From an optimization exercise on the open Yosys and OpenROAD flow, aimed at small area; shortcuts taken in it are not production practice. Function was checked by simulation only, so behaviour that the tests miss may differ from the original. Power is estimated from default activity; no workload was simulated.

==> module WcaCicInterp, before the edit <==
module WcaCicInterp
(
	input  wire        clock,
	input  wire        reset,
	input  wire        strobe_cic,
	input  wire        strobe_if,
	input  wire [3:0]  log2_rate,
	input  wire [15:0] data_in,
	output reg  [11:0] data_out
);
	reg [15:0] ncomb1;
	reg [16:0] pipe1, ncomb2;
	reg [17:0] pipe2, ncomb3;
	reg [18:0] pipe3;
	wire [16:0] d1;
	wire [17:0] d2;
	wire [18:0] d3;
	WcaAddInc #(17, 9) sub1 (.a({1'b0, data_in}), .b({1'b1, ncomb1}), .ci(1'b1), .s(d1));
	WcaAddInc #(18, 10) sub2 (.a({pipe1[16], pipe1}), .b({ncomb2[16], ncomb2}), .ci(1'b1), .s(d2));
	WcaAddInc #(19, 10) sub3 (.a({pipe2[17], pipe2}), .b({ncomb3[17], ncomb3}), .ci(1'b1), .s(d3));
	wire ldc = strobe_cic & ~reset;
	wire hdc = ~strobe_cic & ~reset;
	always @(posedge clock) begin
		ncomb1 <= ({16{ldc}} & ~data_in) | ({16{hdc}} & ncomb1) | {16{reset}};
		pipe1  <= ({17{ldc}} & d1)       | ({17{hdc}} & pipe1);
		ncomb2 <= ({17{ldc}} & ~pipe1)   | ({17{hdc}} & ncomb2) | {17{reset}};
		pipe2  <= ({18{ldc}} & d2)       | ({18{hdc}} & pipe2);
		ncomb3 <= ({18{ldc}} & ~pipe2)   | ({18{hdc}} & ncomb3) | {18{reset}};
		pipe3  <= ({19{ldc}} & d3)       | ({19{hdc}} & pipe3);
	end
	reg [12:0] i1_0, i2_0, i3_0;
	reg [12:0] i1_1, i2_1, i3_1;
	reg [13:0] i1_2, i2_2, i3_2;
	reg        k1_0, k2_0, k3_0, k1_1, k2_1, k3_1;
	reg [5:0]  p3d1;
	reg        p3d2;
	wire [12:0] s1_0, s2_0, s3_0, s1_1, s2_1, s3_1;
	wire [13:0] s1_2, s2_2, s3_2;
	wire        c1_0, c2_0, c3_0, c1_1, c2_1, c3_1;
	WcaRipple #(13) a1_0 (.a(i1_0), .b(pipe3[12:0]), .ci(1'b0), .s(s1_0), .co(c1_0));
	WcaRipple #(13) a2_0 (.a(i2_0), .b(i1_0), .ci(1'b0), .s(s2_0), .co(c2_0));
	WcaRipple #(13) a3_0 (.a(i3_0), .b(i2_0), .ci(1'b0), .s(s3_0), .co(c3_0));
	WcaRipple #(13) a1_1 (.a(i1_1), .b({{7{p3d1[5]}}, p3d1}), .ci(k1_0), .s(s1_1), .co(c1_1));
	WcaRipple #(13) a2_1 (.a(i2_1), .b(i1_1), .ci(k2_0), .s(s2_1), .co(c2_1));
	WcaRipple #(13) a3_1 (.a(i3_1), .b(i2_1), .ci(k3_0), .s(s3_1), .co(c3_1));
	WcaRipple #(14) a1_2 (.a(i1_2), .b({14{p3d2}}), .ci(k1_1), .s(s1_2), .co());
	WcaRipple #(14) a2_2 (.a(i2_2), .b(i1_2), .ci(k2_1), .s(s2_2), .co());
	WcaRipple #(14) a3_2 (.a(i3_2), .b(i2_2), .ci(k3_1), .s(s3_2), .co());
	wire ldi = strobe_if & ~reset;
	wire hdi = ~strobe_if & ~reset;
	always @(posedge clock) begin
		i1_0 <= ({13{ldi}} & s1_0) | ({13{hdi}} & i1_0);
		i2_0 <= ({13{ldi}} & s2_0) | ({13{hdi}} & i2_0);
		i3_0 <= ({13{ldi}} & s3_0) | ({13{hdi}} & i3_0);
		i1_1 <= ({13{ldi}} & s1_1) | ({13{hdi}} & i1_1);
		i2_1 <= ({13{ldi}} & s2_1) | ({13{hdi}} & i2_1);
		i3_1 <= ({13{ldi}} & s3_1) | ({13{hdi}} & i3_1);
		i1_2 <= ({14{ldi}} & s1_2) | ({14{hdi}} & i1_2);
		i2_2 <= ({14{ldi}} & s2_2) | ({14{hdi}} & i2_2);
		i3_2 <= ({14{ldi}} & s3_2) | ({14{hdi}} & i3_2);
		{k1_0, k2_0, k3_0, k1_1, k2_1, k3_1} <= ({6{ldi}} & {c1_0, c2_0, c3_0, c1_1, c2_1, c3_1})
		                                      | ({6{hdi}} & {k1_0, k2_0, k3_0, k1_1, k2_1, k3_1});
		p3d1 <= ({6{ldi}} & pipe3[18:13]) | ({6{hdi}} & p3d1);
		p3d2 <= (ldi & p3d1[5]) | (hdi & p3d2);
	end
	wire [39:0] lo = {14'd0, s3_1, i3_0};
	reg  [11:0] part;
	always @(*)
		case (log2_rate)
			4'h1: part = lo[18:7];
			4'h2: part = lo[21:10];
			4'h3: part = lo[24:13];
			4'h4: part = lo[27:16];
			4'h5: part = lo[30:19];
			4'h6: part = lo[33:22];
			4'h7: part = lo[36:25];
			4'h8: part = lo[39:28];
			default: part = lo[15:4];
		endcase
	reg [11:0] data_store;
	reg [3:0]  rate_d;
	reg        pend;
	wire [39:0] hi = {s3_2, 26'd0};
	reg  [11:0] hsel;
	reg  [11:0] hmask;
	always @(*)
		case (rate_d)
			4'h1: begin hsel = hi[18:7];  hmask = 12'h000; end
			4'h2: begin hsel = hi[21:10]; hmask = 12'h000; end
			4'h3: begin hsel = hi[24:13]; hmask = 12'h000; end
			4'h4: begin hsel = hi[27:16]; hmask = 12'hc00; end
			4'h5: begin hsel = hi[30:19]; hmask = 12'hf80; end
			4'h6: begin hsel = hi[33:22]; hmask = 12'hff0; end
			4'h7: begin hsel = hi[36:25]; hmask = 12'hffe; end
			4'h8: begin hsel = hi[39:28]; hmask = 12'hfff; end
			default: begin hsel = hi[15:4]; hmask = 12'h000; end
		endcase
	wire [11:0] done = pend ? ((data_store & ~hmask) | (hsel & hmask)) : data_store;
	always @(posedge clock) begin
		pend <= strobe_if & ~reset;
		if (strobe_if & ~reset) begin
			data_store <= part;
			rate_d     <= log2_rate;
		end else if (pend)
			data_store <= done;
	end
	assign data_out = done;
endmodule
clock: 8.0 ns
lec_check: 0
cap_margin: 20
core_margin: 2
core_utilization: 70
cts_cluster_diameter: 120
cts_cluster_size: 24
slew_margin: 20
standard.sh (not shown) runs the stock make flow with config.mk's settings and CLKGATE_MAP_FILE= SYNTH_SCRIPT=/design/flow/synth_recipe.tcl, a recipe that flattens the netlist after the stock synthesis.
==> flow/flow/run.sh <==
#!/bin/bash
# Layout flow: the standard layout (standard.sh) with these changes:
# - synthesis: yosys 'synth' runs with -noabc, so its generic ABC pass does
#   not restructure the explicitly written ripple-carry adders before
#   extract_fa maps them to full-adder cells; and the final ABC mapping uses
#   flow/abc.script (area-oriented mapping, &nf -a) instead of ORFS's speed
#   script. Registers, their names and cell types are those of the standard
#   synthesis; only the combinational mapping differs.
# - every input and output port is still buffered, with the smallest buffer
#   (buf_1) instead of the cell buffer_ports picks by default
#   (clkdlybuf4s50_1); the resizer still upsizes or adds buffers where
#   timing, slew or fanout need it.
# Each tool's output is logged here (make.log) and by ORFS under orfs/logs/.
set -euo pipefail
here=$(pwd)
flowdir=$(cd "$(dirname "${BASH_SOURCE[0]}")" && pwd)
std_first='proc synth {args} { yosys synth -nofsm -noshare {*}$args }'
if [[ "$(head -1 synth_recipe.tcl)" != "$std_first" ]]; then
  echo "unexpected first line in synth_recipe.tcl" >&2
  exit 1
fi
cp "$flowdir/abc.script" "$here/abc_custom.script"
{
  echo 'proc synth {args} { yosys synth -nofsm -noshare -noabc {*}$args }'
  echo "proc abc {args} { set i [lsearch -exact \$args -script]; if {\$i >= 0} { lset args [expr {\$i+1}] $here/abc_custom.script }; yosys abc {*}\$args }"
  tail -n +2 synth_recipe.tcl
} > "$here/synth_recipe_custom.tcl"
sed "s#SYNTH_SCRIPT=[^ ]*#SYNTH_SCRIPT=$here/synth_recipe_custom.tcl#" standard.sh > "$here/standard_custom.sh"
grep -q "SYNTH_SCRIPT=$here/synth_recipe_custom.tcl" "$here/standard_custom.sh"
BUFFER_PORTS_ARGS="-buffer_cell sky130_fd_sc_hd__buf_1" bash "$here/standard_custom.sh" > "$here/make.log" 2>&1
==> flow/flow/abc.script <==
&get -n
&st
&dch
&nf -a
&st
&dc2
&dch
&nf -a
&put
topo
stime -c
buffer -c
upsize -c
dnsize -c
The baseline completed without violations.
Edit:
--- a/flow/design.v
+++ b/flow/design.v
@@ -16,7 +16,7 @@
 	wire [17:0] d2;
 	wire [18:0] d3;
-	WcaAddInc #(17, 9) sub1 (.a({1'b0, data_in}), .b({1'b1, ncomb1}), .ci(1'b1), .s(d1));
-	WcaAddInc #(18, 10) sub2 (.a({pipe1[16], pipe1}), .b({ncomb2[16], ncomb2}), .ci(1'b1), .s(d2));
-	WcaAddInc #(19, 10) sub3 (.a({pipe2[17], pipe2}), .b({ncomb3[17], ncomb3}), .ci(1'b1), .s(d3));
+	WcaAddInc #(17, 13) sub1 (.a({1'b0, data_in}), .b({1'b1, ncomb1}), .ci(1'b1), .s(d1));
+	WcaAddInc #(18, 14) sub2 (.a({pipe1[16], pipe1}), .b({ncomb2[16], ncomb2}), .ci(1'b1), .s(d2));
+	WcaAddInc #(19, 14) sub3 (.a({pipe2[17], pipe2}), .b({ncomb3[17], ncomb3}), .ci(1'b1), .s(d3));
 	wire ldc = strobe_cic & ~reset;
 	wire hdc = ~strobe_cic & ~reset;
Utilization fell by 0.32 points.
Power falls by 1.2%.
Routed wire length stays flat.
Worst hold slack barely changes.
Via count goes down by 2.0%.
First-iteration DRC count fell by 0.79%.
Critical path depth is lower by 2.
Sequential power stays flat.
Design area came out lower by 0.60%.
Worst setup slack gets worse by 0.22 ns.

-- static timing again, ports no longer ideal --
How much do the figures lean on ideal ports? The routed layouts below were timed once more, with nothing changed but the port constraints.
Step 1 assumes that a clkbuf_16 drives the clock port and a buf_2 every other input.
Step 2 times the ports against the registers' clock, not the clock port: input delays grow and output delays shrink by t, the midpoint of the rising clock arrivals with the driver on.
Three values: ideal ports, drivers, drivers and shift; two values: the first two.
run	t (ns)	setup slack, ns	hold slack, ns	clock arrival spread, ns	worst slew at a driven data input, ns
the first run	0.682	0.931 / 0.931 / 0.931	0.444 / 0.444 / 0.444	0.040 / 0.039	0.09
the second run	0.680	0.709 / 0.709 / 0.235	0.445 / 0.445 / 0.445	0.040 / 0.040	0.09
After both steps setup and hold are still met in every run listed. The setup slack of the second run, which loses most, moves by 0.000 ns with the drivers and by -0.474 ns with both steps.
